Background: an optimization exercise with open tools, aiming at small area, a short achievable clock period and few clock cycles. Do not read the settings as production practice.
The RTL was checked by simulation tests, not by an equivalence proof against the original design.
No activity file was given, so power comes from the tool's default toggle rates.

==> flow/design.v (excerpt) <==
module RV32I_Processor(
    input         clk,
    input         rst,
    output [31:0] imem_addr,
    input  [31:0] imem_rdata,
    output [31:0] dmem_addr,
    output [31:0] dmem_wdata,
    output        dmem_we,
    input  [31:0] dmem_rdata
);
Size: about 5,100 cells after synthesis, roughly 1,400 flip-flops, ~160 I/O pins, about 0.072 mm2 of cells after synthesis.
export LEC_CHECK = 0
export CAP_MARGIN = 20
export CORE_MARGIN = 2
export CORE_UTILIZATION = 55
export CTS_CLUSTER_DIAMETER = 100
export CTS_CLUSTER_SIZE = 25
export PLACE_DENSITY = 0.7
export SLEW_MARGIN = 20
create_clock -name core_clock -period 11.0 [get_ports {clk}]
standard.sh (not shown) runs the stock make flow with config.mk's settings and CLKGATE_MAP_FILE= SYNTH_SCRIPT=/design/flow/synth_recipe.tcl, a recipe that flattens the netlist after the stock synthesis.
==> flow/flow/run.sh <==
#!/bin/bash
# Standard layout, with timing repair aiming for a larger setup slack.
set -euo pipefail
bash standard.sh SETUP_SLACK_MARGIN=7.5 finish > standard_flow.log 2>&1
Testbench counts at the start, summed over its fixed seeds: cycles 61,321.
Change:
--- a/flow/design.v
+++ b/flow/design.v
@@ -96,18 +96,21 @@
     output [31:0] dmem_addr,
     output [31:0] dmem_wdata,
     output        dmem_we,
     input  [31:0] dmem_rdata
 );
     reg        RegWriteW, LoadW, MemWriteW;
     reg [4:0]  RdW;
     reg [31:0] ResultW, WriteDataW;
     wire [31:0] WBDataW = LoadW ? dmem_rdata : ResultW;
+    reg        RegWriteR;
+    reg [4:0]  RdR;
+    reg [31:0] WBDataR;
     reg FlushR;
     reg  [31:2] PCF;
     wire [31:2] PCPlus4F = PCF + 30'd1;
     assign imem_addr = {PCF, 2'b00};
     reg         BtbValid;
     reg  [11:2] BtbTag, BtbTarget;
     wire        BtbHitF = BtbValid & (PCF[31:12] == 20'd0) & (PCF[11:2] == BtbTag);
     wire        pdJAL = imem_rdata[6] & imem_rdata[3];
     wire        pdBr  = imem_rdata[6] & ~imem_rdata[2];
@@ -131,20 +134,20 @@
         .isLUI(isLUID), .isAUIPC(isAUIPCD), .isJALR(isJALRD)
     );
     wire usesRs1D = isRD | isID | isLoadD | isStoreD | isBrD | isJALRD;
     wire usesRs2D = isRD | isStoreD | isBrD;
     wire WritesD  = (isRD | isID | isLoadD | isLUID | isAUIPCD | isJALD | isJALRD) & (RdD != 5'd0);
     wire [31:0] ImmD;
     Extend extension (.In(InstrD), .Imm_Ext(ImmD));
     wire [31:0] RD1D, RD2D;
     Register_file rf (
-        .clk(clk), .WE3(RegWriteW), .WD3(WBDataW),
-        .A1(Rs1D), .A2(Rs2D), .A3(RdW),
+        .clk(clk), .WE3(RegWriteR), .WD3(WBDataR),
+        .A1(Rs1D), .A2(Rs2D), .A3(RdR),
         .RD1(RD1D), .RD2(RD2D)
     );
     reg         RegWriteEr, LoadEr, StoreEr, JALREr;
     reg  [17:0] rCond;    
     reg         rRR;
     reg  [4:0]  RdE;
     wire        RegWriteE = RegWriteEr;
     wire        LoadE     = LoadEr;
     wire StallD, FwdAD, FwdBD, FwdSD;
@@ -199,30 +202,35 @@
             ImmBJD  <= pdImmBJ;
         end
     end
     wire        WbHit1 = RegWriteW & (RdW == Rs1D);
     wire        WbHit2 = RegWriteW & (RdW == Rs2D);
     wire        Rs1Live = ~(isLUID | isAUIPCD) & (Rs1D != 5'd0);
     wire        Rs2Live = (Rs2D != 5'd0);
     wire        SubD    = isRD & (f3D == 3'b000) & InstrD[30];
     wire        BRs2D   = isRD | isBrD;
-    wire a_rf = Rs1Live & ~WbHit1;
+    wire        RfHit1 = RegWriteR & (RdR == Rs1D);
+    wire        RfHit2 = RegWriteR & (RdR == Rs2D);
+    wire a_rf = Rs1Live & ~WbHit1 & ~RfHit1;
+    wire a_wr = Rs1Live & ~WbHit1 & RfHit1;
     wire a_ld = Rs1Live & WbHit1 & LoadW;
     wire a_rw = Rs1Live & WbHit1 & ~LoadW;
-    wire s_rf = Rs2Live & ~WbHit2;
+    wire s_rf = Rs2Live & ~WbHit2 & ~RfHit2;
+    wire s_wr = Rs2Live & ~WbHit2 & RfHit2;
     wire s_ld = Rs2Live & WbHit2 & LoadW;
     wire s_rw = Rs2Live & WbHit2 & ~LoadW;
     wire [31:0] SubMask = {32{SubD}};
-    wire [31:0] OpAD = ({32{a_rf}} & RD1D) | ({32{a_ld}} & dmem_rdata) |
+    wire [31:0] OpAD = ({32{a_rf}} & RD1D) | ({32{a_ld}} & dmem_rdata) | ({32{a_wr}} & WBDataR) |
                        ({32{a_rw}} & ResultW) | ({32{isAUIPCD}} & {PCD, 2'b00});
-    wire [31:0] Rs2ValD = ({32{s_rf}} & RD2D) | ({32{s_ld}} & dmem_rdata) |
+    wire [31:0] Rs2ValD = ({32{s_rf}} & RD2D) | ({32{s_ld}} & dmem_rdata) | ({32{s_wr}} & WBDataR) |
                           ({32{s_rw}} & ResultW);
     wire [31:0] OpBD = ({32{s_rf & BRs2D}} & (RD2D ^ SubMask)) |
+                       ({32{s_wr & BRs2D}} & (WBDataR ^ SubMask)) |
                        ({32{s_ld & BRs2D}} & (dmem_rdata ^ SubMask)) |
                        ({32{s_rw & BRs2D}} & (ResultW ^ SubMask)) |
                        ({32{~Rs2Live & SubD}}) |
                        ({32{~BRs2D}} & ImmD);
     wire        IssueD = ValidD & ~StallD;
     wire        PredD  = InstrD[31];
     wire        isOpD  = isRD | isID;
     reg  [31:0] OpAE, OpBE, StoreDataE;
     reg  [31:2] AltE;
@@ -301,25 +309,29 @@
         .rCond(rCond), .rRR(rRR),
         .Eq({eqAR, eqRB, eqAB}), .Lt({ltAR, ltRB, ltAB}), .Ltu({ltuAR, ltuRB, ltuAB}),
         .Redirect(BranchRedirectE)
     );
     assign RedirectE = BranchRedirectE | JALREr;
     assign TargetE   = JALREr ? SumE[31:2] : AltE;
     always @(posedge clk or posedge rst) begin
         if (rst) begin
             RegWriteW <= 1'b0;
+            RegWriteR <= 1'b0;
             MemWriteW <= 1'b0;
         end else begin
             RegWriteW <= RegWriteE;
+            RegWriteR <= RegWriteW;
             MemWriteW <= StoreEr;
         end
     end
     always @(posedge clk) begin
         LoadW      <= LoadEr;
+        RdR        <= RdW;
+        WBDataR    <= WBDataW;
         RdW        <= RdE;
         ResultW    <= ALUResultE | ({32{JumpLinkE}} & {AltE, 2'b00});
         WriteDataW <= SE;
     end
     assign dmem_addr  = ResultW;
     assign dmem_wdata = WriteDataW;
     assign dmem_we    = MemWriteW;
 endmodule
Clock-buffer cell count climbs by 15.
Power barely changes.
Cell area grows by about 2%.
Sequential power increases by 8.8%.
Worst setup slack gains 66 ps.
Clock power grows by about 8%.
Synthesized area increases by 2.4%.
Via count climbs by 1.5%.
Sequential cell count increases by 38.
First-iteration DRC count drops by 11%.
Die area came out higher by about 2.4%.
Testbench counts after the change, summed over its fixed seeds: cycles 61,321.

separate check: timing with driven ports:
In the flow no input, the clock included, has a driving cell. The finished layouts below were timed again as built, in two steps. Step 1: set_driving_cell puts a clkbuf_16 on clk and a buf_2 on each other input, an assumption about the parent block. Step 2 moves the port delays by t, midway between the first and last clock arrival at a register: inputs arrive t later, outputs are due t later. That takes back most of the time a late clock gives input paths. Three values: ideal ports, drivers, drivers and shift; two values: the first two.
run	t (ns)	slack for setup (ns)	cell pins on the clock port's net
the first run	0.758	7.315 / 7.251 / 6.759	1
the second run	0.791	7.381 / 7.381 / 6.763	1
After both steps every run listed still meets setup and hold. For the second run, which loses most, drivers alone change the setup slack by 0.000 ns; drivers and shift together by -0.618 ns.
